This design comes from an exercise in tuning for small area on the open sky130 flow, not from production work. RTL that was checked went through simulation tests only; none was proved equivalent to the original. No functional check of the RTL was part of run 1.

<file path="flow/config.mk">
export PLATFORM = sky130hd
export DESIGN_NAME = fft_butterfly
export DESIGN_NICKNAME = fft_butterfly
export VERILOG_FILES = /design/flow/design.v
export SDC_FILE = /design/flow/constraint.sdc
export NUM_CORES = 4
export LEC_CHECK = 0
export CAP_MARGIN = 20
export CORE_MARGIN = 2
export CORE_UTILIZATION = 40
export SLEW_MARGIN = 20
</file>
<file path="flow/constraint.sdc">
create_clock -name core_clock -period 10.0 [get_ports {Clock}]
set_input_delay 2.0000 -clock core_clock [delete_from_list [all_inputs] [get_ports {Clock}]]
set_output_delay 2.0000 -clock core_clock [all_outputs]
set_load 0.01 [all_outputs]
</file>
<file path="flow/design.v">
module adder(output logic [7:0] result,
             output logic       cout,
             input  logic [7:0] a, b,
             input  logic       cin
);
    logic [8:0] c;
    assign c[0] = cin;
    for (genvar i = 0; i < 8; i++) begin : g_fa
        assign result[i] = a[i] ^ b[i] ^ c[i];
        assign c[i+1]    = (a[i] & b[i]) | (a[i] & c[i]) | (b[i] & c[i]);
    end
    assign cout = c[8];
endmodule
module signed_mult(output logic [7:0] m2,
                   output logic       exact,    
                   input  logic [2:0] address
);
    assign exact = !address[0] & (address[1] ^ address[2]);
    assign m2    = address[0] ? 8'd182 : {7'b1111111, exact};
endmodule
module mem (
    output logic neg,           
    output logic zero,          
    input  logic im,            
    input  logic [2:0] address
);
    always_comb begin
        case ({im, address})
            4'b0_000: begin neg = 0; zero = 0; end
            4'b0_001: begin neg = 0; zero = 0; end
            4'b0_010: begin neg = 0; zero = 1; end
            4'b0_011: begin neg = 1; zero = 0; end
            4'b0_100: begin neg = 1; zero = 0; end
            4'b0_101: begin neg = 1; zero = 0; end
            4'b0_110: begin neg = 0; zero = 0; end
            4'b0_111: begin neg = 0; zero = 0; end
            4'b1_000: begin neg = 0; zero = 1; end
            4'b1_001: begin neg = 1; zero = 0; end
            4'b1_010: begin neg = 1; zero = 0; end
            4'b1_011: begin neg = 1; zero = 0; end
            4'b1_100: begin neg = 0; zero = 1; end
            4'b1_101: begin neg = 0; zero = 0; end
            4'b1_110: begin neg = 0; zero = 0; end
            default:  begin neg = 0; zero = 0; end
        endcase
    end
endmodule
module debounce(
    input  logic clk,
    input  logic nReset,
    input  logic raw,
    output logic debounced
);
    logic [3:0] counter;
    logic       last_raw;
    always_ff @(posedge clk) begin
        if (raw != last_raw)
            counter <= '0;
        else
            counter <= counter + 1'b1;
    end
    always_ff @(posedge clk, negedge nReset) begin
        if (!nReset) begin
            last_raw  <= 1'b0;
            debounced <= 1'b0;
        end else begin
            last_raw <= raw;
            if (raw == last_raw && counter == 4'd15)
                debounced <= raw;
        end
    end
endmodule
module controller(
    output logic       load_W, load_B, load_A,
    output logic       step, first, last,   
    output logic [2:0] k,            
    output logic       show,         
    output logic [1:0] sel,          
    input  logic       Clock,
    input  logic       nReset,
    input  logic       ReadyIn       
);
    localparam logic [4:0]
        IDLE   = 5'd8,
        WAITW  = 5'd9,
        READW  = 5'd10,
        WAITB  = 5'd11,
        READB  = 5'd15,
        S0     = 5'd16,
        S1     = 5'd17,
        S2     = 5'd18,
        S3     = 5'd19,
        S4     = 5'd20,
        S5     = 5'd21,
        S6     = 5'd22,
        S7     = 5'd23,
        WB0    = 5'd24,
        WAITA  = 5'd25,
        READA  = 5'd26,
        C1     = 5'd27,
        C2     = 5'd28,
        C3     = 5'd29,
        DREY0  = 5'd30,
        DREY   = 5'd0,
        DIMY1  = 5'd1,
        DIMY   = 5'd2,
        DREZ1  = 5'd3,
        DREZ   = 5'd4,
        DIMZ1  = 5'd5,
        DIMZ   = 5'd6,
        IDLEZ  = 5'd7;
    logic [4:0] state, next;
    always_comb begin
        case (state)
            IDLE  : next = !ReadyIn ? WAITW : IDLE;
            WAITW : next = ReadyIn ? READW : WAITW;
            READW : next = !ReadyIn ? WAITB : READW;
            WAITB : next = ReadyIn ? READB : WAITB;
            READB : next = S0;
            S0    : next = S1;
            S1    : next = S2;
            S2    : next = S3;
            S3    : next = S4;
            S4    : next = S5;
            S5    : next = S6;
            S6    : next = S7;
            S7    : next = WB0;
            WB0   : next = !ReadyIn ? WAITA : WB0;
            WAITA : next = ReadyIn ? READA : WAITA;
            READA : next = C1;
            C1    : next = C2;
            C2    : next = C3;
            C3    : next = DREY0;
            DREY0 : next = DREY;
            DREY  : next = !ReadyIn ? DIMY1 : DREY;
            DIMY1 : next = DIMY;
            DIMY  : next = ReadyIn ? DREZ1 : DIMY;
            DREZ1 : next = DREZ;
            DREZ  : next = !ReadyIn ? DIMZ1 : DREZ;
            DIMZ1 : next = DIMZ;
            DIMZ  : next = ReadyIn ? IDLEZ : DIMZ;
            IDLEZ : next = IDLE;
            default: next = 5'bx;
        endcase
    end
    always_ff @(posedge Clock, negedge nReset) begin
        if (!nReset)
            state <= IDLE;
        else
            state <= next;
    end
    assign load_W = (state == READW);
    assign load_B = (state == READB);
    assign load_A = (state == READA);
    assign step   = (state[4:3] == 2'd2);
    assign first  = (state == S0);
    assign last   = (state == S7);
    assign k      = state[2:0];
    always_comb begin
        case (state)
            DREY  : begin show = 1'b1; sel = 2'd0; end
            DIMY1 : begin show = 1'b1; sel = 2'd0; end
            DIMY  : begin show = 1'b1; sel = 2'd1; end
            DREZ1 : begin show = 1'b1; sel = 2'd1; end
            DREZ  : begin show = 1'b1; sel = 2'd2; end
            DIMZ1 : begin show = 1'b1; sel = 2'd2; end
            DIMZ  : begin show = 1'b1; sel = 2'd3; end
            IDLEZ : begin show = 1'b1; sel = 2'd3; end
            default: begin show = 1'b0; sel = 2'bx; end
        endcase
    end
endmodule
module datapath (
    output logic [7:0] result,
    input  logic [7:0] dataIn,
    input  logic       Clock,
    input  logic       load_W, load_B, load_A,
    input  logic       step, first, last,
    input  logic [2:0] k,
    input  logic       show,
    input  logic [1:0] sel
);
    logic [2:0] idx;
    logic [7:0] Re_A, Re_B;
    logic       inexact;
    logic [7:0] m2;
    logic       exact;
    signed_mult mult_inst(.m2(m2), .exact(exact), .address(idx));
    logic       wneg, wzero;
    mem mem_inst(.neg(wneg), .zero(wzero), .im(sel[0]), .address(idx));
    logic       use_b, t, ceil_b, bit_b, cin, cout;
    logic [7:0] opa, opb, sum;
    assign use_b  = show & !wzero;
    assign t      = use_b & (sel[1] ^ wneg);           
    assign ceil_b = wneg & inexact & idx[0];           
    assign bit_b  = step & Re_A[k];                    
    assign opa    = (show & !sel[0]) ? Re_A :
                    bit_b ? (last ? ~m2 : m2) : 8'd0;
    assign opb    = (use_b | (step & !first)) ? (Re_B ^ {8{t}}) : 8'd0;
    assign cin    = (use_b & (t ^ ceil_b)) | (step & (last ? bit_b : exact));
    adder add_inst(.result(sum), .cout(cout), .a(opa), .b(opb), .cin(cin));
    always_ff @(posedge Clock) begin
        if (load_W) idx <= dataIn[2:0];
        if (load_B) inexact <= |dataIn[6:0];
        if (load_B | load_A) Re_A <= dataIn;
        if (step) Re_B <= {cout ^ (last & bit_b), sum[7:1]};
    end
    assign result = show ? sum : 8'd0;
endmodule
module fft_butterfly(
    output logic [7:0] result,
    input  logic       Clock,
    input  logic       nReset,
    input  logic       ReadyIn,
    input  logic [7:0] dataIn
);
    logic debouncedReady;
    logic load_W, load_B, load_A, step, first, last, show;
    logic [2:0] k;
    logic [1:0] sel;
    debounce debouncer (
        .clk(Clock), .nReset(nReset), .raw(ReadyIn), .debounced(debouncedReady)
    );
    controller ctrl (
        .load_W(load_W), .load_B(load_B), .load_A(load_A),
        .step(step), .first(first), .last(last), .k(k),
        .show(show), .sel(sel),
        .Clock(Clock), .nReset(nReset), .ReadyIn(debouncedReady)
    );
    datapath datapath_inst (
        .result(result), .dataIn(dataIn), .Clock(Clock),
        .load_W(load_W), .load_B(load_B), .load_A(load_A),
        .step(step), .first(first), .last(last), .k(k),
        .show(show), .sel(sel)
    );
endmodule
</file>
<file path="flow/flow/run.sh">
#!/bin/bash
# Layout flow: the standard flow, with
#  - the smallest buffer on the ports;
#  - clock tree synthesis without dummy loads.
# Each tool's output is logged by ORFS under orfs/logs; make's output goes to
# flow.log here.
set -euo pipefail
W=$PWD
F=$W/flow
sed "s#^source \$::env(SCRIPTS_DIR)/synth_preamble.tcl\$#&\nlset abc_args 1 $F/abc_area.script#" \
    "$FLOW_HOME/scripts/synth.tcl" > synth_core.tcl
sed "s#^source \$::env(SCRIPTS_DIR)/synth.tcl\$#source $W/synth_core.tcl#" \
    synth_recipe.tcl > synth_area.tcl
grep -q "lset abc_args 1" synth_core.tcl
grep -q "synth_core.tcl" synth_area.tcl
CTS="-sink_clustering_enable -repair_clock_nets -dont_use_dummy_load"
[ -f "$F/cts_args" ] && CTS=$(cat "$F/cts_args")
bash standard.sh "SYNTH_SCRIPT=$W/synth_area.tcl" \
    "BUFFER_PORTS_ARGS=-buffer_cell sky130_fd_sc_hd__buf_1" \
    "CTS_ARGS=$CTS" finish > flow.log 2>&1
</file>
<file path="flow/flow/abc_area.script">
&get -n
&st
&dch -f
&nf -a -R 1000
&st
&dch -f
&nf -a -R 1000
&put
</file>
<file path="flow/flow/cts_args">
-repair_clock_nets -dont_use_dummy_load -buf_list sky130_fd_sc_hd__clkbuf_4 -root_buf sky130_fd_sc_hd__clkbuf_4 -sink_clustering_enable -sink_clustering_size 64 -sink_clustering_max_diameter 1000
</file>
<file path="flow/standard.sh">
#!/bin/bash
# synth_recipe.tcl (not shown) runs the flow's synth.tcl, then flattens the netlist and writes it again
# the make line also repeats each setting of config.mk as NAME=value (left out here)
make -C /OpenROAD-flow-scripts/flow DESIGN_CONFIG=/design/flow/config.mk WORK_HOME=/design/flow/orfs CLKGATE_MAP_FILE= SYNTH_SCRIPT=/design/flow/synth_recipe.tcl "${@:-finish}"
</file>
==> results.txt, run 1 <==
DR WL/cell 14.75 um; Critical Path Slowest Stage Cell dfrtp_1; initial antenna violation count 0; Max-Cap Viols 0; Worst Max-Slew Pin Slew 766.3 ps; area grow syn2layout 9.652%; Startpoint Class flip-flop; ranking of synthesized cells by area edfxtp_1 (34%), fa_1 (9.1%), dfrtp_1 (8.5%); clk_skew 18.44 ps; status finished clean; Req. time, crit path ~8000 ps; layout cells sized above 1 0.02970; area of all sequential standard cells around 860 um2; cell accounting for the most synthesized area edfxtp_1; ys flop type edfxtp_1; ys async rst share 0.2258; die height roughly 70 um; reg2reg setup slack about 4300 ps; Reg-to-Reg Start ctrl.state[4]; Initial Util 0.4105; Final nets 224; TritonCTS clock tree yes; Worst EP arrival 6050 ps; multi-input logic area 872.1 um2; crit path to result[7]; Post-Syn Nets 199; Worst-path clk slew 100 ps; first-pass GRT wire length 6.410 mm; Synth Register Bits 31; DRT Pass-1 Iters 5; Setup WS pre-CTS 2274 ps; via density per instance 5.445; Clock Tree Root clkbuf_4; Syn Inst Count 179; fin. max-slew vios 0; setup tns final 0 ps; synthesized area per cell 9.849 um2; RR Endpoint datapath_inst.Re_B[6]; EDFF count, synth 20; IO Port Bufs 18; CP Capture Type output port; H-tree level count 2; Final min period 8054 ps; top cell type's share of synthesized area 0.3407; critical path depth 21; vias 1383; setup violators final 0; mapped cell area ~1800 um2; die area 4954 um2; # DRC 0; Die Wd 70.39 um; total wire length 3.746 mm; CTS resizes 0; GRT overflow 0; hold_buf cts 0; most frequent CP cell fa_1; CTS Buf Count 5; final antenna-violating net count 0; n_diodes 0; fillers 417; CP Cell Sequence or2_0 -> nor2_1 -> o21ai_0 -> and2_0 -> o21ai_0 -> o21ai_0 -> a21oi_1 -> fa_1 -> fa_1 -> clkinv_1 -> fa_1 -> fa_1 -> fa_1 -> clkinv_1 -> fa_1 -> clkinv_1 -> fa_1 -> clkinv_1 -> fa_1 -> and2_0 -> buf_1; largest net degree at the start of global routing 16; IO Count 19; RSZ-0062 raised after global routing no; row count 24; CTS max path bufs 2; Yosys warning count 4; postcts setup bufs 0; GRT Overall Usage 0.1661; relative slew slack 0.4837; Worst-Skew Late Latency 330 ps; Crit. Startpoint ctrl.state[4]; Crit Path Max Fanout 15; vias in the first global route 1369; post-synthesis sequential area ratio 0.4862; setup ws final 1946 ps; Crit path max-delay family adder cells; Hold Crit Class reg -> reg; Post-DP HPWL 2.858 mm; fmax 124.2 MHz; final worst-path cycle share 0.8054; initial drt markers 57; synth unique cells 33; Slowest Stage Delay on Critical Path around 560 ps; Buf+Inv Stages, Crit Path 5; core area 4294 um2; Final Hold Fails 0; Crit Path Class reg -> out; CTS sink count 31; r2r worst-path depth 19; global placer's final weighted congestion between 0.8 and 0.9
cells in the mapped netlist (2+ instances only):
master and n:
nor2b_1 5, a21oi_1 17, a222oi_1 2, a31oi_1 2, nor2_1 21, fa_1 8, o21ai_0 12, a21o_1 3
o211ai_1 2, and2_0 7, xor2_1 3, edfxtp_1 20, clkinv_1 9, nand2_1 21, nand3_1 7, xnor2_1 4
nand2b_1 3, or3_1 2, dfrtp_1 6, dfxtp_1 4, nor3_1 9
metal layers:
metal,share of wire,wire length [um],vias to the layer above,track usage
met5,0,0,-,0
met4,0.014,53,0,0.05128
met3,0.058,216,5,0.04762
met2,0.48,1781,50,0.2736
met1,0.45,1695,645,0.2108
li1,-,-,683,-
logic make-up after synthesis:
family	after synthesis	synth area share
AO/OA/AOI/OAI	41	0.1363
XOR/XNOR	7	0.03478
adder cells (fa/ha/maj)	9	0.09794
buffers and inverters	9	0.01916
flip-flops	31	0.4862
multiplexers	1	0.006387
AND/OR/NAND/NOR	81	0.2193
flip-flops by register name, indices dropped and copies added (netlist names):
signal                 cells
datapath_inst.Re_A         8
datapath_inst.Re_B         8
ctrl.state                 5
debouncer.counter          4
datapath_inst.idx          3
datapath_inst.inexact      1
debouncer.debounced        1
debouncer.last_raw         1
layout make-up:
type | instances | share of cell area
clock buffers | 5 | 0.01942
repair buffers | 18 | 0.03495
multi-input cells | 139 | 0.4511
flip-flops and latches | 31 | 0.4434
inverters | 9 | 0.01748
well taps | 52 | 0.03366
through the flow:
step / std cells / hold WS [ps] / utilization / instance area [um2]
2_1_floorplan: 179 / 417.6 / - / 1763
3_3_place_gp: 249 / 437.1 / 0.4414 / 1896
3_5_place_dp: 249 / 446.1 / 0.4414 / 1896
4_1_cts: 254 / 464.2 / 0.4502 / 1933
5_1_grt: 254 / 475.3 / 0.4502 / 1933
6_report: 254 / 464.1 / 0.4502 / 1933
placed cells by master (no fill, tap or decap), types with 2 or more instances in the layout:
master / netlist / layout
nand2b_1: 3 / 3
fa_1: 8 / 8
a21o_1: 3 / 3
and2_0: 7 / 7
dfrtp_1: 6 / 6
dfxtp_1: 4 / 4
edfxtp_1: 20 / 20
buf_1: 0 / 18
a21oi_1: 17 / 17
a31oi_1: 2 / 2
nor3_1: 9 / 9
nand3_1: 7 / 7
nor2_1: 21 / 21
nor2b_1: 5 / 5
xnor2_1: 4 / 4
or3_1: 2 / 2
a222oi_1: 2 / 2
o211ai_1: 2 / 2
clkbuf_4: 0 / 5
nand2_1: 21 / 21
xor2_1: 3 / 3
clkinv_1: 9 / 9
o21ai_0: 12 / 12
worst reg2reg max path: stages, from the launching register on:
cell and delay (ps):
dfrtp_1 560, or2_0 460, nor2_1 500, o21ai_0 160, and2_0 240, o21ai_0 140
o21ai_0 350, a21oi_1 290, fa_1 220, fa_1 170, clkinv_1 80, fa_1 390
fa_1 410, fa_1 390, clkinv_1 60, fa_1 160, clkinv_1 70, fa_1 360
clkinv_1 60, fa_1 410
how the worst min path moves through the flow:
stage	startpoint	endpoint	slack (ps)	cells past startpoint
after global placement	debouncer.counter[0]	debouncer.counter[0]	440	1
after global routing	debouncer.counter[0]	debouncer.counter[0]	480	1
final	debouncer.counter[0]	debouncer.counter[0]	460	1
after detailed placement	debouncer.counter[0]	debouncer.counter[0]	450	1
after floorplan	debouncer.counter[0]	debouncer.counter[0]	420	1
after CTS	debouncer.counter[0]	debouncer.counter[0]	460	1
==> run 2: changes to the inputs <==
--- a/flow/design.v
+++ b/flow/design.v
@@ -58,3 +58,3 @@
             counter <= '0;
-        else
+        else if (counter != 4'd15)
             counter <= counter + 1'b1;
==> flow/flow/abc_area.script (replaced) <==
&get -n
&st
&syn2
&dch -f
&nf -a -R 1000
&st
&syn2
&dch -f
&nf -a -R 1000
&put
==> results.txt, run 2 <==
status finished clean (unchanged); via density per instance 5.570 (was 5.445); Crit Path Class reg -> out (unchanged); first-pass GRT wire length 6.223 mm (was 6.410 mm); Placed Area 1889 um2 (was 1896 um2); final antenna-violating net count 0 (unchanged); commonest non-fill, non-tap cell in the layout edfxtp_1; die height 70.27 um (was 70.39 um); fillers 425 (was 417); CTS max path bufs 2 (unchanged); final worst-path cycle share 0.8194 (was 0.8054); die area 4938 um2 (was 4954 um2); Final Hold Fails 0 (unchanged); Synth Register Bits 31 (unchanged); mapped cell area 1757 um2 (was 1763 um2); Final nets 214 (was 224); initial drt markers 44 (was 57); Worst EP arrival 6190 ps (was 6050 ps); total wire length 3.590 mm (was 3.746 mm); CP Capture Type output port (unchanged); synthesized area per cell 10.39 um2 (was 9.849 um2); relative slew slack 0.3146 (was 0.4837); largest net degree at the start of global routing 20 (was 16); area grow syn2layout 9.687% (was 9.652%); Die Wd 70.27 um (was 70.39 um); Post-DP HPWL 2.737 mm (was 2.858 mm); Worst-Skew Late Latency 320 ps (was 330 ps); Worst Max-Slew Pin Slew 1017 ps (was 766.3 ps); DR WL/cell 14.71 um (was 14.75 um); row count 24 (unchanged); hold_buf cts 0 (unchanged); Syn Inst Count 169 (was 179); top-count cell post-synth edfxtp_1; ys flop type edfxtp_1 (unchanged); setup violators final 0 (unchanged); most frequent cells in the layout edfxtp_1 (20), nand2_1 (18), a21oi_1 (18), buf_1 (18), nor2_1 (17) (was nor2_1 (21), nand2_1 (21), edfxtp_1 (20)); ys async rst share 0.2258 (unchanged); Slowest Stage Delay on Critical Path 820 ps (was 560 ps); Finished Cell Area 1927 um2 (was 1933 um2); fmax 122.0 MHz (was 124.2 MHz); most frequent CP cell fa_1 (unchanged); IO Count 19 (unchanged); CTS sink count 31 (unchanged); CTS Buf Count 5 (unchanged); Critical Path Slowest Stage Cell o21ai_0 (was dfrtp_1); Startpoint Class flip-flop (unchanged); postcts setup bufs 0 (unchanged); vias in the first global route 1302 (was 1369); top cell type's share of synthesized area 0.3419 (was 0.3407); clk_skew 12.32 ps (was 18.44 ps); Hold Crit Class reg -> reg (unchanged); cell accounting for the most synthesized area edfxtp_1 (unchanged); initial antenna violation count 0 (unchanged); GRT Overall Usage 0.1628 (was 0.1661); CTS resizes 0 (unchanged); Clock Tree Root clkbuf_4 (unchanged); Max-Cap Viols 0 (unchanged); GRT overflow 0 (unchanged); biggest regs datapath_inst.Re_A (8), datapath_inst.Re_B (8), ctrl.state (5) (unchanged); vias 1359 (was 1383); ranking of synthesized cells by area edfxtp_1 (34%), fa_1 (9.1%), dfrtp_1 (8.5%) (unchanged); Worst-path clk slew 80 ps (was 100 ps); CP Cell Sequence nor2_1 -> a31oi_1 -> nor3_1 -> a21oi_1 -> o21ai_0 -> and2_0 -> nand2_1 -> o21ai_0 -> fa_1 -> fa_1 -> clkinv_1 -> fa_1 -> fa_1 -> fa_1 -> clkinv_1 -> fa_1 -> clkinv_1 -> fa_1 -> clkinv_1 -> fa_1 -> and2_0 -> buf_1 (was or2_0 -> nor2_1 -> o21ai_0 -> and2_0 -> o21ai_0 -> o21ai_0 -> a21oi_1 -> fa_1 -> fa_1 -> clkinv_1 -> fa_1 -> fa_1 -> fa_1 -> clkinv_1 -> fa_1 -> clkinv_1 -> fa_1 -> clkinv_1 -> fa_1 -> and2_0 -> buf_1); Final min period 8194 ps (was 8054 ps); Crit Path Max Fanout 9 (was 15); TritonCTS clock tree yes (unchanged); layout cells sized above 1 0.04167 (was 0.02970); fin. max-slew vios 0 (unchanged); Post-Syn Nets 189 (was 199); post-synthesis sequential area ratio 0.4879 (was 0.4862); RSZ-0062 raised after global routing no (unchanged); Req. time, crit path 8000 ps (about the same); H-tree level count 2 (unchanged); core area 4294 um2 (unchanged); synth unique cells 34 (was 33); Buf+Inv Stages, Crit Path 5 (unchanged); Initial Util 0.4091 (was 0.4105); EDFF count, synth 20 (unchanged); # DRC 0 (unchanged); Commonest cells post-synth edfxtp_1 (20), a21oi_1 (18), nand2_1 (18), nor2_1 (17), o21ai_0 (11) (was nand2_1 (21), nor2_1 (21), edfxtp_1 (20), a21oi_1 (17), o21ai_0 (12)); n_diodes 0 (unchanged); IO Port Bufs 18 (unchanged); Crit path max-delay family adder cells (unchanged); global placer's final weighted congestion 0.8148 (was 0.8287); DRT Pass-1 Iters 4 (was 5); Yosys warning count 4 (unchanged); setup tns final 0 ps (unchanged)
[run 2: metal layers]
layer | share of wire | vias up | GRT usage
met1 | 0.45 | 662 | 0.2178
met4 | 0.023 | 0 | 0.07906
met3 | 0.036 | 8 | 0.04040
met2 | 0.49 | 30 | 0.2474
li1 | - | 659 | -
met5 | 0 | - | 0
[run 2: layout make-up]
type,instances,area [um2],share of cell area
Timing Repair Buffer,18,67.56,0.03506
Tap cell,52,65.06,0.03377
Sequential cell,31,857.1,0.4448
Multi-Input combinational cell,128,862.1,0.4474
Inverter,10,37.54,0.01948
Clock buffer,5,37.54,0.01948
[run 2: cell families (layout without fill, tap and decap cells)]
group           Yosys count  count (layout)  share of synthesized area
simple gates             64              64                     0.1709
compound gates           41              41                     0.1332
flops                    31              31                     0.4879
buf+inv                  10              33                    0.02137
fa+ha+maj                 9               9                    0.09829
xor+xnor                  9               9                    0.04487
mux                       5               5                    0.04345
[run 2: worst register-to-register path, stage by stage (launching register included)]
cell,delay (ps)
dfrtp_1,470
nor2_1,510
a31oi_1,160
nor3_1,190
a21oi_1,100
o21ai_0,820
and2_0,380
nand2_1,80
o21ai_0,110
fa_1,240
fa_1,170
clkinv_1,70
fa_1,380
fa_1,390
fa_1,380
clkinv_1,60
fa_1,160
clkinv_1,80
fa_1,380
clkinv_1,70
fa_1,420
[run 2: path summary, 6_finish.rpt]
path / start / to / slack [ps] / cells past startpoint
min: debouncer.counter[3] / debouncer.counter[2] / 530 / 2
min reg2reg: debouncer.counter[3] / debouncer.counter[2] / 530 / 2
max: ctrl.state[4] / result[7] / 1810 / 22
max reg2reg: ctrl.state[4] / datapath_inst.Re_B[6] / 4140 / 20
min in group asynchronous: nReset / debouncer.debounced / 1550 / 1
max in group asynchronous: nReset / ctrl.state[3] / 8130 / 1
[run 2: stage by stage]
step / setup slack (ps) / cells / utilization / hold slack (ps)
3_5_place_dp: 2167 / 239 / 0.4400 / 516.6
5_1_grt: 1252 / 244 / 0.4487 / 556.1
2_1_floorplan: 3003 / 169 / - / 487.8
3_3_place_gp: 2224 / 239 / 0.4400 / 503.2
6_report: 1806 / 244 / 0.4487 / 531.7
4_1_cts: 1799 / 244 / 0.4487 / 532.9
==> run 3: changes to the inputs <==
--- a/flow/design.v
+++ b/flow/design.v
@@ -58,3 +58,3 @@
             counter <= '0;
-        else if (counter != 4'd15)
+        else
             counter <= counter + 1'b1;
@@ -86,3 +86,3 @@
         READW  = 5'd10,
-        WAITB  = 5'd11,
+        WAITB  = 5'd14,
         READB  = 5'd15,
@@ -99,6 +99,6 @@
         READA  = 5'd26,
-        C1     = 5'd27,
-        C2     = 5'd28,
+        C1     = 5'd28,
+        C2     = 5'd27,
         C3     = 5'd29,
-        DREY0  = 5'd30,
+        DREY0  = 5'd31,
         DREY   = 5'd0,
@@ -203,3 +203,3 @@
         if (load_W) idx <= dataIn[2:0];
-        if (load_B) inexact <= |dataIn[6:0];
+        if (first) inexact <= |Re_A[6:0];
         if (load_B | load_A) Re_A <= dataIn;
==> flow/flow/abc_area.script (replaced) <==
&get -n
&st
&syn2
&dch -f
&nf -a -R 1000
&st
&syn2
&dch -f
&nf -a -R 1000
&put
strash
dch -f
map -a
topo
==> results.txt, run 3 <==
Final nets 239 (was 214); IO Port Bufs 18 (unchanged); setup violators final 0 (unchanged); most frequent cells in the layout nor2_1 (37), clkinv_1 (34), nand2_1 (20), a21oi_1 (20), edfxtp_1 (20) (was edfxtp_1 (20), nand2_1 (18), a21oi_1 (18), buf_1 (18), nor2_1 (17)); Synth Register Bits 31 (unchanged); # DRC 0 (unchanged); TritonCTS clock tree yes (unchanged); area grow syn2layout 10.01% (was 9.687%); Finished Cell Area 1911 um2 (was 1927 um2); vias 1364 (was 1359); top-count cell post-synth nor2_1 (was edfxtp_1); post-synthesis sequential area ratio 0.4935 (was 0.4879); Commonest cells post-synth nor2_1 (37), clkinv_1 (34), a21oi_1 (20), edfxtp_1 (20), nand2_1 (20) (was edfxtp_1 (20), a21oi_1 (18), nand2_1 (18), nor2_1 (17), o21ai_0 (11)); commonest non-fill, non-tap cell in the layout nor2_1 (was edfxtp_1); fin. max-slew vios 0 (unchanged); GRT overflow 0 (unchanged); setup tns final 0 ps (unchanged); Post-Synth Simple-Gate Area 0.1563 (was 0.1709); fillers 397 (was 425); Worst EP arrival 6200 ps (was 6190 ps); global placer's final weighted congestion 0.8544 (was 0.8148); row count 23 (was 24); synth unique cells 24 (was 34); RSZ-0062 raised after global routing no (unchanged); Die Wd 69.89 um (was 70.27 um); DR WL/cell 12.29 um (was 14.71 um); Clock Tree Root clkbuf_4 (unchanged); via density per instance 5.109 (was 5.570); H-tree level count 2 (unchanged); Synth Area in Compound Gates 0.1621 (was 0.1332); Critical Path Slowest Stage Cell nor3_1 (was o21ai_0); post-synthesis adder-cell area fraction 0.09942 (was 0.09829); Worst-path clk slew 100 ps (was 80 ps); Final Hold Fails 0 (unchanged); post-synthesis mux area share 0 (was 0.04345); cell accounting for the most synthesized area edfxtp_1 (unchanged); mapped cell area 1737 um2 (was 1757 um2); Worst Max-Slew Pin Slew 968.6 ps (was 1017 ps); CTS Buf Count 5 (unchanged); final antenna-violating net count 0 (unchanged); initial drt markers 96 (was 44); biggest regs datapath_inst.Re_A (8), datapath_inst.Re_B (8), ctrl.state (5) (unchanged); n_diodes 0 (unchanged); first-pass GRT wire length 5.533 mm (was 6.223 mm); Crit Path Max Fanout 10 (was 9); Post-Syn Nets 214 (was 189); vias in the first global route 1232 (was 1302); synthesized area per cell 8.952 um2 (was 10.39 um2); die area 4885 um2 (was 4938 um2); Slowest Stage Delay on Critical Path 680 ps (was 820 ps); CTS max path bufs 2 (unchanged); Placed Area 1873 um2 (was 1889 um2); hold_buf cts 0 (unchanged); status finished clean (unchanged); EDFF count, synth 20 (unchanged); largest net degree at the start of global routing 12 (was 20); Syn Inst Count 194 (was 169); final worst-path cycle share 0.8202 (was 0.8194); Post-DP HPWL 2.528 mm (was 2.737 mm); Synth Area in XOR/XNOR 0.01513 (was 0.04487); core area 4086 um2 (was 4294 um2); DRT Pass-1 Iters 4 (unchanged); Hold Crit Class reg -> reg (unchanged); Startpoint Class flip-flop (unchanged); relative slew slack 0.3530 (was 0.3146); Initial Util 0.4250 (was 0.4091); die height 69.89 um (was 70.27 um); top cell type's share of synthesized area 0.3458 (was 0.3419); ys flop type edfxtp_1 (unchanged); Req. time, crit path 8000 ps (about the same); ys async rst share 0.2258 (unchanged); fmax 121.9 MHz (was 122.0 MHz); GRT Overall Usage 0.1450 (was 0.1628); total wire length 3.282 mm (was 3.590 mm); clk_skew 23.26 ps (was 12.32 ps); Yosys warning count 4 (unchanged); Crit Path Class reg -> out (unchanged); postcts setup bufs 0 (unchanged); CTS resizes 0 (unchanged); CTS sink count 31 (unchanged); Final min period 8202 ps (was 8194 ps); initial antenna violation count 0 (unchanged); CP Capture Type output port (unchanged); ranking of synthesized cells by area edfxtp_1 (35%), fa_1 (9.2%), dfrtp_1 (8.6%) (was edfxtp_1 (34%), fa_1 (9.1%), dfrtp_1 (8.5%)); largest family of logic cells by synthesized area compound AO/OA/AOI/OAI gates (was simple AND/OR/NAND/NOR gates); Worst-Skew Late Latency 330 ps (was 320 ps); IO Count 19 (unchanged); layout cells sized above 1 0.03687 (was 0.04167); Max-Cap Viols 0 (unchanged)
-- run 3: changes by cell type after synthesis, sizes merged, moves of 3 or more --
cell     previous run  this run
nor2               17        37
nand2b              3         0
o21ai              11        17
a31oi               2         6
and2                5         1
a21o                4         0
a2111oi             0         3
xnor2               6         1
clkinv             10        34
nand3               7         3
-- run 3: layer usage --
| metal | up-vias | track usage | routed length, um |
|---|---|---|---|
| met5 | - | 0 | 0 |
| met4 | 0 | 0.05556 | 55 |
| met3 | 8 | 0.04329 | 164 |
| met2 | 42 | 0.2106 | 1438 |
| met1 | 611 | 0.2043 | 1624 |
| li1 | 703 | - | - |
-- run 3: final timing paths --
kind,start,endpoint,slack (ps),cells after the start
setup / recovery,ctrl.state[4],result[7],1800,25
hold / removal,debouncer.counter[0],debouncer.counter[0],480,1
setup reg to reg,ctrl.state[4],datapath_inst.Re_B[7],4150,23
hold reg to reg,debouncer.counter[0],debouncer.counter[0],480,1
max in group asynchronous,nReset,ctrl.state[3],8100,1
min in group asynchronous,nReset,debouncer.last_raw,1560,1
-- run 3: cells by family (layout without fill, tap and decap cells) --
logic type,count (synthesis),in the layout
simple gates,67,67
compound gates,50,50
buf+inv,34,57
flops,31,31
fa+ha+maj,9,9
xor+xnor,3,3
-- run 3: critical path: cells and delay by family, from the launching register on --
family | cells | cell delay, ps
and+or+nand+nor | 5 | 1620
buffers and inverters | 9 | 1140
adders and majority gates | 8 | 2320
AOI/OAI and AO/OA | 3 | 360
DFF | 1 | 450
-- run 3: cell type report --
| cell class | instances | area (um2) | area share |
|---|---|---|---|
| flip-flops and latches | 31 | 857.1 | 0.4486 |
| inverters | 34 | 127.6 | 0.06680 |
| repair buffers | 18 | 67.56 | 0.03536 |
| well taps | 50 | 62.56 | 0.03274 |
| clock buffers | 5 | 37.54 | 0.01965 |
| multi-input cells | 129 | 758.2 | 0.3969 |
-- run 3: metrics by stage --
stage	cells	setup WS, ps	utilization	hold WS, ps
detailed placement	262	2097	0.4584	461.3
global placement	262	2242	0.4584	453.3
finish	267	1798	0.4675	475.7
CTS	267	1748	0.4675	485.6
global route	267	1217	0.4675	504.5
floorplan	194	2803	-	429.6
==> run 4: changes to the inputs <==
==> flow/flow/abc_area.script (replaced) <==
&get -n
&st
&syn2
&dch -f
&nf -a -R 1000
&st
&syn2
&dch -f
&nf -a -R 1000
&put
==> results.txt, run 4 <==
TritonCTS clock tree yes (unchanged); top-count cell post-synth a21oi_1 (was nor2_1); H-tree level count 2 (unchanged); Hold Crit Class reg -> reg (unchanged); CTS Buf Count 5 (unchanged); EDFF count, synth 20 (unchanged); Initial Util 0.4240 (was 0.4250); initial drt markers 56 (was 96); Crit Path Max Fanout 13 (was 10); Setup WS pre-CTS 2330 ps (was 2097 ps); final worst-path cycle share 0.8027 (was 0.8202); layout cells sized above 1 0.03109 (was 0.03687); IO Count 19 (unchanged); most frequent cells in the layout a21oi_1 (24), edfxtp_1 (20), nor2_1 (19) (was nor2_1 (37), clkinv_1 (34), nand2_1 (20), a21oi_1 (20), edfxtp_1 (20)); n_diodes 0 (unchanged); post-synthesis sequential area ratio 0.4982 (was 0.4935); largest net degree at the start of global routing 18 (was 12); DRT Pass-1 Iters 4 (unchanged); area grow syn2layout 9.745% (was 10.01%); Startpoint Class flip-flop (unchanged); final std cells w/o fill 243 (was 267); DR WL/cell 13.84 um (was 12.29 um); most frequent CP cell fa_1; top cell type's share of synthesized area 0.3491 (was 0.3458); hold depth 1 (unchanged); Final min period 8027 ps (was 8202 ps); CTS resizes 0 (unchanged); CTS sink count 31 (unchanged); Synth Register Bits 31 (unchanged); first-pass GRT wire length 5.927 mm (was 5.533 mm); Crit path max-delay family adder cells (unchanged); Yosys warning count 4 (unchanged); cell accounting for the most synthesized area edfxtp_1 (unchanged); Critical Path Slowest Stage Cell o21ai_0 (was nor3_1); fmax 124.6 MHz (was 121.9 MHz); ys flop type edfxtp_1 (unchanged); Syn Inst Count 170 (was 194); GRT Overall Usage 0.1573 (was 0.1450); Final nets 215 (was 239); die area 4841 um2 (was 4885 um2); RSZ-0062 raised after global routing no (unchanged); Buf+Inv Stages, Crit Path 5 (was 9); WHS 451.3 ps (was 475.7 ps); total wire length 3.363 mm (was 3.282 mm); setup tns final 0 ps (unchanged); # DRC 0 (unchanged); synthesized area per cell 10.12 um2 (was 8.952 um2); fin. max-slew vios 0 (unchanged); Clock Tree Root clkbuf_4 (unchanged); vias in the first global route 1245 (was 1232); Slowest Stage Delay on Critical Path 640 ps (was 680 ps); fillers 394 (was 397); via density per instance 5.486 (was 5.109); Crit Path Class reg -> out (unchanged); Post-Syn Nets 190 (was 214); placed cells 238 (was 262); clk_skew 11.48 ps (was 23.26 ps); relative slew slack 0.3456 (was 0.3530); setup ws final 1973 ps (was 1798 ps); postcts setup bufs 0 (unchanged); Req. time, crit path 8000 ps (about the same); commonest non-fill, non-tap cell in the layout a21oi_1 (was nor2_1); hold_buf cts 0 (unchanged); row count 23 (unchanged); ranking of synthesized cells by area edfxtp_1 (35%), fa_1 (9.3%), dfrtp_1 (8.7%) (was edfxtp_1 (35%), fa_1 (9.2%), dfrtp_1 (8.6%)); Worst-path clk slew 90 ps (was 100 ps); vias 1333 (was 1364); core area 4058 um2 (was 4086 um2); Worst EP arrival 6030 ps (was 6200 ps); Worst-Skew Late Latency 320 ps (was 330 ps); CTS max path bufs 2 (unchanged); Worst Max-Slew Pin Slew 974.0 ps (was 968.6 ps); CP Cell Sequence nor2_1 -> a31oi_1 -> nor3_1 -> a21oi_1 -> o21ai_0 -> and2_0 -> nand2_1 -> o21ai_0 -> fa_1 -> fa_1 -> clkinv_1 -> fa_1 -> fa_1 -> fa_1 -> clkinv_1 -> fa_1 -> clkinv_1 -> fa_1 -> clkinv_1 -> fa_1 -> and2_0 -> buf_1; r2r worst-path depth 20 (was 23); initial antenna violation count 0 (unchanged); final antenna-violating net count 0 (unchanged); synth unique cells 31 (was 24); Max-Cap Viols 0 (unchanged); Post-DP HPWL 2.617 mm (was 2.528 mm); setup violators final 0 (unchanged); global placer's final weighted congestion 0.8055 (was 0.8544); IO Port Bufs 18 (unchanged); status finished clean (unchanged); Die Wd 69.58 um (was 69.89 um); die height 69.58 um (was 69.89 um); Final Hold Fails 0 (unchanged); biggest regs datapath_inst.Re_A (8), datapath_inst.Re_B (8), ctrl.state (5) (unchanged); GRT overflow 0 (unchanged); mapped cell area 1720 um2 (was 1737 um2); ys async rst share 0.2258 (unchanged); critical path depth 22 (was 25); CP Capture Type output port (unchanged); Commonest cells post-synth a21oi_1 (24), edfxtp_1 (20), nor2_1 (19), clkinv_1 (12), nand2_1 (12) (was nor2_1 (37), clkinv_1 (34), a21oi_1 (20), edfxtp_1 (20), nand2_1 (20))
==> run 4: cell count changes in the layout (fill, tap and decap cells not counted), sizes merged, moves of 3 or more <==
cell | before | now
a21o | 0 | 3
a21oi | 20 | 24
a31oi | 6 | 2
and2 | 1 | 5
clkinv | 34 | 12
nand2 | 20 | 12
nor2 | 37 | 19
nor2b | 0 | 3
nor3 | 3 | 11
o21ai | 17 | 10
xnor2 | 1 | 4
==> run 4: cell families after synthesis <==
family	share of synthesized area
simple gates	0.1702
compound gates	0.1578
xor+xnor	0.03564
fa+ha+maj	0.1004
mux	0.01164
flops	0.4982
buf+inv	0.02618
==> run 4: worst paths after layout <==
check | from | end | slack [ps]
setup / recovery | ctrl.state[4] | result[7] | 1970
hold / removal | debouncer.counter[0] | debouncer.counter[0] | 450
setup reg to reg | ctrl.state[4] | datapath_inst.Re_B[6] | 4300
hold reg to reg | debouncer.counter[0] | debouncer.counter[0] | 450
max in group asynchronous | nReset | ctrl.state[3] | 8120
min in group asynchronous | nReset | ctrl.state[0] | 1560
==> run 4: area by class of cell <==
| class | instances | area [um2] | share of cell area |
|---|---|---|---|
| Multi-Input combinational cell | 127 | 818.3 | 0.4334 |
| Tap cell | 50 | 62.56 | 0.03313 |
| Inverter | 12 | 45.04 | 0.02386 |
| Timing Repair Buffer | 18 | 67.56 | 0.03579 |
| Clock buffer | 5 | 37.54 | 0.01988 |
| Sequential cell | 31 | 857.1 | 0.4539 |
==> run 4: metrics by stage <==
| step | utilization | instance area (um2) |
|---|---|---|
| after floorplan | - | 1720 |
| after global placement | 0.4561 | 1851 |
| after detailed placement | 0.4561 | 1851 |
| after CTS | 0.4653 | 1888 |
| after global routing | 0.4653 | 1888 |
| final | 0.4653 | 1888 |
==> run 4: metal layers <==
metal  track usage  up-vias  part of all wire
met2        0.2521       42              0.48
met4       0.05882        0             0.015
met3       0.05378        5             0.072
li1              -      658                 -
met5             0        -                 0
met1        0.1966      628              0.43
==> run 5: changes to the inputs <==
==> flow/flow/abc_area.script (replaced) <==
&get -n
&st
&deepsyn -T 60
&syn2
&dch -f
&nf -a -R 1000
&st
&syn2
&dch -f
&nf -a -R 1000
&put
==> results.txt, run 5 <==
status finished clean (unchanged); Startpoint Class flip-flop (unchanged); Yosys warning count 4 (unchanged); Slowest Stage Delay on Critical Path 680 ps (was 640 ps); Setup WS pre-CTS 2769 ps (was 2330 ps); setup violators final 0 (unchanged); Max-Cap Viols 0 (unchanged); row count 23 (unchanged); most frequent CP cell fa_1 (unchanged); fillers 384 (was 394); TritonCTS clock tree yes (unchanged); largest net degree at the start of global routing 19 (was 18); Final Hold Fails 0 (unchanged); total wire length 3.435 mm (was 3.363 mm); Clock Tree Root clkbuf_4 (unchanged); synthesized area per cell 10.33 um2 (was 10.12 um2); first-pass GRT wire length 5.823 mm (was 5.927 mm); CTS max path bufs 2 (unchanged); CTS resizes 0 (unchanged); initial antenna violation count 0 (unchanged); initial drt markers 77 (was 56); IO Count 19 (unchanged); n_diodes 0 (unchanged); Die Wd 68.70 um (was 69.58 um); post-synthesis sequential area ratio 0.5120 (was 0.4982); Commonest cells post-synth nor2_1 (24), edfxtp_1 (20), a21oi_1 (19), clkinv_1 (12), nand2_1 (11) (was a21oi_1 (24), edfxtp_1 (20), nor2_1 (19), clkinv_1 (12), nand2_1 (12)); area grow syn2layout 10.31% (was 9.745%); Post-Syn Nets 182 (was 190); Syn Inst Count 162 (was 170); setup ws final 2364 ps (was 1973 ps); Crit path max-delay family adder cells (unchanged); layout cells sized above 1 0.03784 (was 0.03109); DRT Pass-1 Iters 4 (unchanged); global placer's final weighted congestion 0.9663 (was 0.8055); multi-input logic area 777.0 um2 (was 818.3 um2); fmax 131.0 MHz (was 124.6 MHz); CTS Buf Count 5 (unchanged); DR WL/cell 14.62 um (was 13.84 um); Final min period 7636 ps (was 8027 ps); biggest regs datapath_inst.Re_A (8), datapath_inst.Re_B (8), ctrl.state (5) (unchanged); final antenna-violating net count 0 (unchanged); die height 68.70 um (was 69.58 um); H-tree level count 2 (unchanged); postcts setup bufs 0 (unchanged); Crit Path Max Fanout 18 (was 13); Crit Path Class reg -> out (unchanged); via density per instance 5.549 (was 5.486); fin. max-slew vios 0 (unchanged); most frequent cells in the layout nor2_1 (24), edfxtp_1 (20), a21oi_1 (19) (was a21oi_1 (24), edfxtp_1 (20), nor2_1 (19)); Initial Util 0.4185 (was 0.4240); vias in the first global route 1282 (was 1245); CP Capture Type output port (unchanged); final worst-path cycle share 0.7636 (was 0.8027); cell accounting for the most synthesized area edfxtp_1 (unchanged); synth unique cells 31 (unchanged); Synth Register Bits 31 (unchanged); area of all sequential standard cells 857.1 um2 (unchanged); setup tns final 0 ps (unchanged); top-count cell post-synth nor2_1 (was a21oi_1); mapped cell area 1674 um2 (was 1720 um2); RSZ-0062 raised after global routing no (unchanged); EDFF count, synth 20 (unchanged); Req. time, crit path 8000 ps (about the same); die area 4719 um2 (was 4841 um2); # DRC 0 (unchanged); vias 1304 (was 1333); CP Cell Sequence clkinv_1 -> nor3_1 -> nand3_1 -> a21oi_1 -> o21ai_0 -> nand2_1 -> fa_1 -> fa_1 -> clkinv_1 -> fa_1 -> fa_1 -> fa_1 -> clkinv_1 -> fa_1 -> clkinv_1 -> fa_1 -> clkinv_1 -> fa_1 -> and2_0 -> buf_1 (was nor2_1 -> a31oi_1 -> nor3_1 -> a21oi_1 -> o21ai_0 -> and2_0 -> nand2_1 -> o21ai_0 -> fa_1 -> fa_1 -> clkinv_1 -> fa_1 -> fa_1 -> fa_1 -> clkinv_1 -> fa_1 -> clkinv_1 -> fa_1 -> clkinv_1 -> fa_1 -> and2_0 -> buf_1); core area 4000 um2 (was 4058 um2); Worst-path clk slew 100 ps (was 90 ps); Worst Max-Slew Pin Slew 701.4 ps (was 974.0 ps); ys flop type edfxtp_1 (unchanged); relative slew slack 0.5288 (was 0.3456); ranking of synthesized cells by area edfxtp_1 (36%), fa_1 (9.6%), dfrtp_1 (9.0%) (was edfxtp_1 (35%), fa_1 (9.3%), dfrtp_1 (8.7%)); Worst-Skew Late Latency 330 ps (was 320 ps); GRT overflow 0 (unchanged); Post-DP HPWL 2.595 mm (was 2.617 mm); ys async rst share 0.2258 (unchanged); top cell type's share of synthesized area 0.3587 (was 0.3491); GRT Overall Usage 0.1735 (was 0.1573); hold_buf cts 0 (unchanged); IO Port Bufs 18 (unchanged); clk_skew 16.49 ps (was 11.48 ps); Hold Crit Class reg -> reg (unchanged); commonest non-fill, non-tap cell in the layout nor2_1 (was a21oi_1); Critical Path Slowest Stage Cell dfrtp_1 (was o21ai_0); Buf+Inv Stages, Crit Path 6 (was 5); Final nets 207 (was 215); CTS sink count 31 (unchanged); Worst EP arrival 5640 ps (was 6030 ps)
-- run 5: cells by family (layout without fill, tap and decap cells) --
group	count (synthesis)	after routing	synth area share
flops	31	31	0.5120
buf+inv	12	35	0.02690
simple gates	59	59	0.1599
compound gates	41	41	0.1442
mux	2	2	0.01196
xor+xnor	8	8	0.04185
fa+ha+maj	9	9	0.1031
-- run 5: area by class of cell --
class,count,area share
timing repair buffer,18,0.03659
tap,50,0.03388
inverter,12,0.02439
sequential,31,0.4641
clock buffer,5,0.02033
multi-input combinational,119,0.4207
-- run 5: final timing paths --
path                                 startpoint               endpoint  slack, ps  cells after the start
max                               ctrl.state[1]              result[7]       2360                     20
min                        debouncer.counter[0]   debouncer.counter[0]        460                      1
max reg2reg                       ctrl.state[1]  datapath_inst.Re_B[6]       4690                     18
min reg2reg                debouncer.counter[0]   debouncer.counter[0]        460                      1
max in group asynchronous                nReset          ctrl.state[3]       8180                      1
min in group asynchronous                nReset          ctrl.state[1]       1530                      1
-- run 5: metrics by stage --
stage	instances	hold WS [ps]	utilization	instance area (um2)
floorplan	162	417.5	-	1674
global placement	230	427.5	0.4510	1804
detailed placement	230	440.2	0.4510	1804
CTS	235	461.1	0.4604	1842
global route	235	491.2	0.4617	1847
finish	235	455.8	0.4617	1847
-- run 5: routing by layer --
layer / part of all wire / global-route usage / vias up / routed length [um]
li1: - / - / 625 / -
met1: 0.43 / 0.2195 / 608 / 1489
met2: 0.46 / 0.2716 / 64 / 1595
met3: 0.080 / 0.05032 / 7 / 274
met4: 0.022 / 0.08578 / 0 / 75
met5: 0 / 0 / - / 0
==> run 6: changes to the inputs <==
==> flow/design.v (replaced) <==
module adder(output logic [7:0] result,
             output logic       cout,
             input  logic [7:0] a, b,
             input  logic       cin
);
    logic [8:0] c;
    assign c[0] = cin;
    for (genvar i = 0; i < 8; i++) begin : g_fa
        assign result[i] = a[i] ^ b[i] ^ c[i];
        assign c[i+1]    = (a[i] & b[i]) | (a[i] & c[i]) | (b[i] & c[i]);
    end
    assign cout = c[8];
endmodule
module signed_mult(output logic [7:0] m2,
                   output logic       exact,    
                   input  logic [2:0] address
);
    assign exact = !address[0] & (address[1] ^ address[2]);
    assign m2    = address[0] ? 8'd182 : {7'b1111111, exact};
endmodule
module mem (
    output logic neg,           
    output logic zero,          
    input  logic im,            
    input  logic [2:0] address
);
    always_comb begin
        case ({im, address})
            4'b0_000: begin neg = 0; zero = 0; end
            4'b0_001: begin neg = 0; zero = 0; end
            4'b0_010: begin neg = 0; zero = 1; end
            4'b0_011: begin neg = 1; zero = 0; end
            4'b0_100: begin neg = 1; zero = 0; end
            4'b0_101: begin neg = 1; zero = 0; end
            4'b0_110: begin neg = 0; zero = 0; end
            4'b0_111: begin neg = 0; zero = 0; end
            4'b1_000: begin neg = 0; zero = 1; end
            4'b1_001: begin neg = 1; zero = 0; end
            4'b1_010: begin neg = 1; zero = 0; end
            4'b1_011: begin neg = 1; zero = 0; end
            4'b1_100: begin neg = 0; zero = 1; end
            4'b1_101: begin neg = 0; zero = 0; end
            4'b1_110: begin neg = 0; zero = 0; end
            default:  begin neg = 0; zero = 0; end
        endcase
    end
endmodule
module debounce(
    input  logic clk,
    input  logic nReset,
    input  logic raw,
    output logic debounced
);
    logic [3:0] counter;
    logic       last_raw;
    always_ff @(posedge clk) begin
        if (raw != last_raw)
            counter <= '0;
        else
            counter <= counter + 1'b1;
    end
    always_ff @(posedge clk, negedge nReset) begin
        if (!nReset) begin
            last_raw  <= 1'b0;
            debounced <= 1'b0;
        end else begin
            last_raw <= raw;
            if (raw == last_raw && counter == 4'd15)
                debounced <= raw;
        end
    end
endmodule
module controller(
    output logic       load_W,       
    output logic       load_Ra,      
    output logic       step, first, last,   
    output logic [2:0] k,            
    output logic       show,         
    output logic [1:0] sel,          
    input  logic       Clock,
    input  logic       nReset,
    input  logic       ReadyIn       
);
    logic [4:0] state, next;
    assign next[0] = (!state[0] & !state[1] & !ReadyIn) | (!state[0] & state[1] & !state[3] & ReadyIn) | (!state[0] & !state[3] & state[4]) | (state[0] & state[1] & !state[2] & state[3]) | (!state[1] & state[2] & state[3]) | (!state[1] & state[3] & !ReadyIn) | (!state[0] & state[2] & state[3] & ReadyIn);
    assign next[1] = (state[0] & !state[1] & !state[3]) | (!state[0] & state[1] & !state[3]) | (state[0] & !state[1] & ReadyIn) | (!state[0] & state[1] & !state[4]) | (!state[1] & state[2] & state[3]);
    assign next[2] = (state[0] & state[1] & !state[2]) | (state[0] & !state[1] & state[2]) | (!state[0] & state[2] & !state[3]) | (!state[0] & state[1] & state[3] & !ReadyIn) | (!state[0] & state[2] & !state[4]) | (state[1] & !state[2] & state[3] & state[4]);
    assign next[3] = (state[0] & state[1] & state[2] & !state[3]) | (!state[0] & state[3]) | (!state[2] & state[3]) | (!state[1] & state[3]);
    assign next[4] = (!state[3] & state[4]) | (!state[1] & state[4]) | (!state[2] & state[4]) | (state[0] & state[1] & state[3] & !state[4]);
    always_ff @(posedge Clock, negedge nReset) begin
        if (!nReset)
            state <= 5'd8;    
        else
            state <= next;
    end
    assign load_W  = (!state[2] & state[3] & !state[4]);
    assign load_Ra = (state[3] & !state[4]) | (!state[0] & !state[2] & state[3]);
    assign step    = (!state[3] & state[4]);
    assign first   = (!state[0] & !state[1] & !state[2]);
    assign last    = (state[0] & state[1] & state[2]);
    assign k       = state[2:0];
    assign show    = (!state[3] & !state[4]);
    assign sel[0]  = (state[1]);
    assign sel[1]  = (state[2]);
endmodule
module datapath (
    output logic [7:0] result,
    input  logic [7:0] dataIn,
    input  logic       Clock,
    input  logic       load_W, load_Ra,
    input  logic       step, first, last,
    input  logic [2:0] k,
    input  logic       show,
    input  logic [1:0] sel
);
    logic [2:0] idx;
    logic [7:0] Re_A, Re_B;
    logic       inexact;
    logic [7:0] m2;
    logic       exact;
    signed_mult mult_inst(.m2(m2), .exact(exact), .address(idx));
    logic       wneg, wzero;
    mem mem_inst(.neg(wneg), .zero(wzero), .im(sel[0]), .address(idx));
    logic       t, ceil_b, bit_b, cin, cout;
    logic [7:0] opa, opb, sum;
    assign t      = sel[1] ^ wneg;                     
    assign ceil_b = wneg & inexact & idx[0];           
    assign bit_b  = Re_A[k];                           
    assign opa    = step ? (bit_b ? (last ? ~m2 : m2) : 8'd0) :
                    sel[0] ? 8'd0 : Re_A;
    assign opb    = step ? (first ? 8'd0 : Re_B) :
                    wzero ? 8'd0 : (Re_B ^ {8{t}});
    assign cin    = step ? (last ? bit_b : exact) : (!wzero & (t ^ ceil_b));
    adder add_inst(.result(sum), .cout(cout), .a(opa), .b(opb), .cin(cin));
    always_ff @(posedge Clock) begin
        if (load_W) idx <= dataIn[2:0];
        if (step) inexact <= |Re_A[6:0];
        if (load_Ra) Re_A <= dataIn;
        if (step) Re_B <= {cout ^ (last & bit_b), sum[7:1]};
    end
    assign result = show ? sum : 8'd0;
endmodule
module fft_butterfly(
    output logic [7:0] result,
    input  logic       Clock,
    input  logic       nReset,
    input  logic       ReadyIn,
    input  logic [7:0] dataIn
);
    logic debouncedReady;
    logic load_W, load_Ra, step, first, last, show;
    logic [2:0] k;
    logic [1:0] sel;
    debounce debouncer (
        .clk(Clock), .nReset(nReset), .raw(ReadyIn), .debounced(debouncedReady)
    );
    controller ctrl (
        .load_W(load_W), .load_Ra(load_Ra),
        .step(step), .first(first), .last(last), .k(k),
        .show(show), .sel(sel),
        .Clock(Clock), .nReset(nReset), .ReadyIn(debouncedReady)
    );
    datapath datapath_inst (
        .result(result), .dataIn(dataIn), .Clock(Clock),
        .load_W(load_W), .load_Ra(load_Ra),
        .step(step), .first(first), .last(last), .k(k),
        .show(show), .sel(sel)
    );
endmodule
==> flow/flow/abc_area.script (replaced) <==
&get -n
&st
&deepsyn -J 100 -T 120
&syn2
&dch -f
&nf -a -R 1000
&st
&syn2
&dch -f
&nf -a -R 1000
&put
==> results.txt, run 6 <==
M1 GR Usage 0.2111 (was 0.2195); Final Hold Fails 0 (unchanged); first-pass GRT wire length 5.471 mm (was 5.823 mm); CTS sink count 31 (unchanged); Placed Area 1774 um2 (was 1804 um2); initial drt markers 46 (was 77); Finished Cell Area 1812 um2 (was 1847 um2); Worst EP arrival 5590 ps (was 5640 ps); EDFF count, synth 20 (unchanged); Worst-Skew Late Latency 330 ps (about the same); Req. time, crit path 8000 ps (about the same); CTS Buf Count 5 (unchanged); post-synthesis sequential area ratio 0.5213 (was 0.5120); row count 23 (unchanged); Crit Path Max Fanout 13 (was 18); synthesized area per cell 11.03 um2 (was 10.33 um2); Startpoint Class flip-flop (unchanged); CTS max path bufs 2 (unchanged); die area 4639 um2 (was 4719 um2); Die Wd 68.11 um (was 68.70 um); fillers 364 (was 384); total wire length 3.215 mm (was 3.435 mm); fin. max-slew vios 0 (unchanged); ranking of synthesized cells by area edfxtp_1 (37%), fa_1 (9.7%), dfrtp_1 (9.1%) (was edfxtp_1 (36%), fa_1 (9.6%), dfrtp_1 (9.0%)); Synth Register Bits 31 (unchanged); IO Count 19 (unchanged); setup violators final 0 (unchanged); n_diodes 0 (unchanged); DRT Pass-1 Iters 4 (unchanged); commonest non-fill, non-tap cell in the layout edfxtp_1 (was nor2_1); Worst Max-Slew Pin Slew 731.6 ps (was 701.4 ps); core area 3971 um2 (was 4000 um2); met2 usage in global routing 0.2585 (was 0.2716); H-tree level count 2 (unchanged); vias 1177 (was 1304); top cell type's share of synthesized area 0.3653 (was 0.3587); cell accounting for the most synthesized area edfxtp_1 (unchanged); fmax 131.7 MHz (was 131.0 MHz); mapped cell area 1644 um2 (was 1674 um2); clk_skew 9.436 ps (was 16.49 ps); final worst-path cycle share 0.7593 (was 0.7636); TritonCTS clock tree yes (unchanged); Final min period 7593 ps (was 7636 ps); Worst-path clk slew 90 ps (was 100 ps); CTS resizes 0 (unchanged); die height 68.11 um (was 68.70 um); RSZ-0062 raised after global routing no (unchanged); Post-DP HPWL 2.415 mm (was 2.595 mm); hold_buf cts 0 (unchanged); final antenna-violating net count 0 (unchanged); Crit Path Class reg -> out (unchanged); Hold Crit Class reg -> reg (unchanged); setup ws final 2407 ps (was 2364 ps); relative slew slack 0.5123 (was 0.5288); largest net degree at the start of global routing 19 (unchanged); CP Capture Type output port (unchanged); ys async rst share 0.2258 (unchanged); IO Port Bufs 18 (unchanged); biggest regs datapath_inst.Re_A (8), datapath_inst.Re_B (8), ctrl.state (5) (unchanged); Post-Syn Nets 169 (was 182); GRT overflow 0 (unchanged); status finished clean (unchanged); top-count cell post-synth edfxtp_1 (was nor2_1); Max-Cap Viols 0 (unchanged); # DRC 0 (unchanged); synth unique cells 30 (was 31); ys flop type edfxtp_1 (unchanged); area grow syn2layout 10.20% (was 10.31%); GRT Overall Usage 0.1649 (was 0.1735); DR WL/cell 14.48 um (was 14.62 um); Initial Util 0.4140 (was 0.4185); Clock Tree Root clkbuf_4 (unchanged); Syn Inst Count 149 (was 162); setup tns final 0 ps (unchanged); gr busiest metal met2 (unchanged); GR Util met3 0.04770 (was 0.05032); layout cells sized above 1 0.04070 (was 0.03784); most frequent cells in the layout edfxtp_1 (20), buf_1 (18), nor2_1 (17) (was nor2_1 (24), edfxtp_1 (20), a21oi_1 (19)); global placer's final weighted congestion 0.8676 (was 0.9663); via density per instance 5.302 (was 5.549); vias in the first global route 1166 (was 1282); initial antenna violation count 0 (unchanged); postcts setup bufs 0 (unchanged); Setup WS pre-CTS 2808 ps (was 2769 ps); Commonest cells post-synth edfxtp_1 (20), nor2_1 (17), nand2_1 (14), o21ai_0 (14), a21oi_1 (11) (was nor2_1 (24), edfxtp_1 (20), a21oi_1 (19), clkinv_1 (12), nand2_1 (11)); Final nets 194 (was 207); Yosys warning count 4 (unchanged)
-- run 6: cell count changes in the layout (fill, tap and decap cells not counted), moves of 3 or more --
| cell | previous run | this run |
|---|---|---|
| a21o_1 | 3 | 6 |
| a21oi_1 | 19 | 11 |
| and2_0 | 4 | 7 |
| clkinv_1 | 12 | 5 |
| nand2_1 | 11 | 14 |
| nor2_1 | 24 | 17 |
| nor3_1 | 7 | 4 |
| o21ai_0 | 8 | 14 |
-- run 6: per-layer routing --
metal | wire [um] | vias to the layer above
met5 | 0 | -
met4 | 58 | 0
met3 | 149 | 6
met1 | 1501 | 560
li1 | - | 588
met2 | 1506 | 23
-- run 6: final timing paths --
kind	start	end	slack, ps	depth (start not counted)
setup / recovery	ctrl.state[0]	result[7]	2410	15
hold / removal	debouncer.counter[0]	debouncer.counter[0]	450	1
setup reg to reg	ctrl.state[0]	datapath_inst.Re_B[6]	4950	14
hold reg to reg	debouncer.counter[0]	debouncer.counter[0]	450	1
max in group asynchronous	nReset	ctrl.state[3]	8140	1
min in group asynchronous	nReset	ctrl.state[4]	1550	1
-- run 6: cell type report --
| cell class | instances | area, um2 | share of cell area |
|---|---|---|---|
| clock buffer | 5 | 37.54 | 0.02072 |
| inverter | 5 | 18.77 | 0.01036 |
| multi-input combinational | 113 | 768.2 | 0.4240 |
| sequential | 31 | 857.1 | 0.4731 |
| tap | 50 | 62.56 | 0.03453 |
| timing repair buffer | 18 | 67.56 | 0.03729 |
-- run 6: cells by family (layout without fill, tap and decap cells) --
kind of cell | Yosys count | after routing | synth area share
AND/OR/NAND/NOR | 52 | 52 | 0.1469
multiplexers | 3 | 3 | 0.02587
XOR/XNOR | 8 | 8 | 0.04262
buffers and inverters | 5 | 28 | 0.01142
AO/OA/AOI/OAI | 41 | 41 | 0.1469
adder cells (fa/ha/maj) | 9 | 9 | 0.1050
flip-flops | 31 | 31 | 0.5213
-- run 6: stage by stage --
stage	cells	util	hold WS, ps
floorplan	149	-	417.6
global placement	217	0.4468	430.9
detailed placement	217	0.4468	440.2
CTS	222	0.4562	455.7
global route	222	0.4562	469.5
finish	222	0.4562	453.0
-- run 6: worst max-delay path, stage by stage, from the launching register on --
cell,delay (ps)
dfrtp_1,600
mux4_2,540
o21ai_0,330
a21oi_1,110
a21o_1,190
fa_1,440
fa_1,400
fa_1,400
fa_1,400
fa_1,400
fa_1,370
clkinv_1,70
fa_1,170
fa_1,440
nor3_1,210
buf_1,180

-- what the ideal ports hide --
No port has a modelled driver above. Below, the same layouts with a new extraction and two added sets of constraints.
Step 1, drivers: a clkbuf_16 drives Clock and a buf_2 each remaining input, both assumed.
Step 2, shift: input delay + t, output delay - t, t = (earliest + latest rising clock arrival at the registers) / 2. This alone moves slack from input paths to output paths.
Three values: ideal, step 1, step 2; two values: the first two.
run	t (ns)	setup slack, ns	worst register clock-pin slew, ns	worst slew at a driven data input, ns	cell pins on the clock port's net
run 1	0.345	1.946 / 1.922 / 2.267	0.10 / 0.10	0.03	1
run 2	0.338	1.806 / 1.782 / 2.120	0.09 / 0.09	0.03	1
run 3	0.341	1.798 / 1.775 / 2.116	0.10 / 0.10	0.03	1
run 4	0.341	1.973 / 1.949 / 2.290	0.09 / 0.09	0.03	1
run 5	0.350	2.364 / 2.339 / 2.689	0.10 / 0.10	0.03	1
run 6	0.351	2.407 / 2.382 / 2.733	0.09 / 0.09	0.03	1
After both steps setup and hold are still met in every run listed.
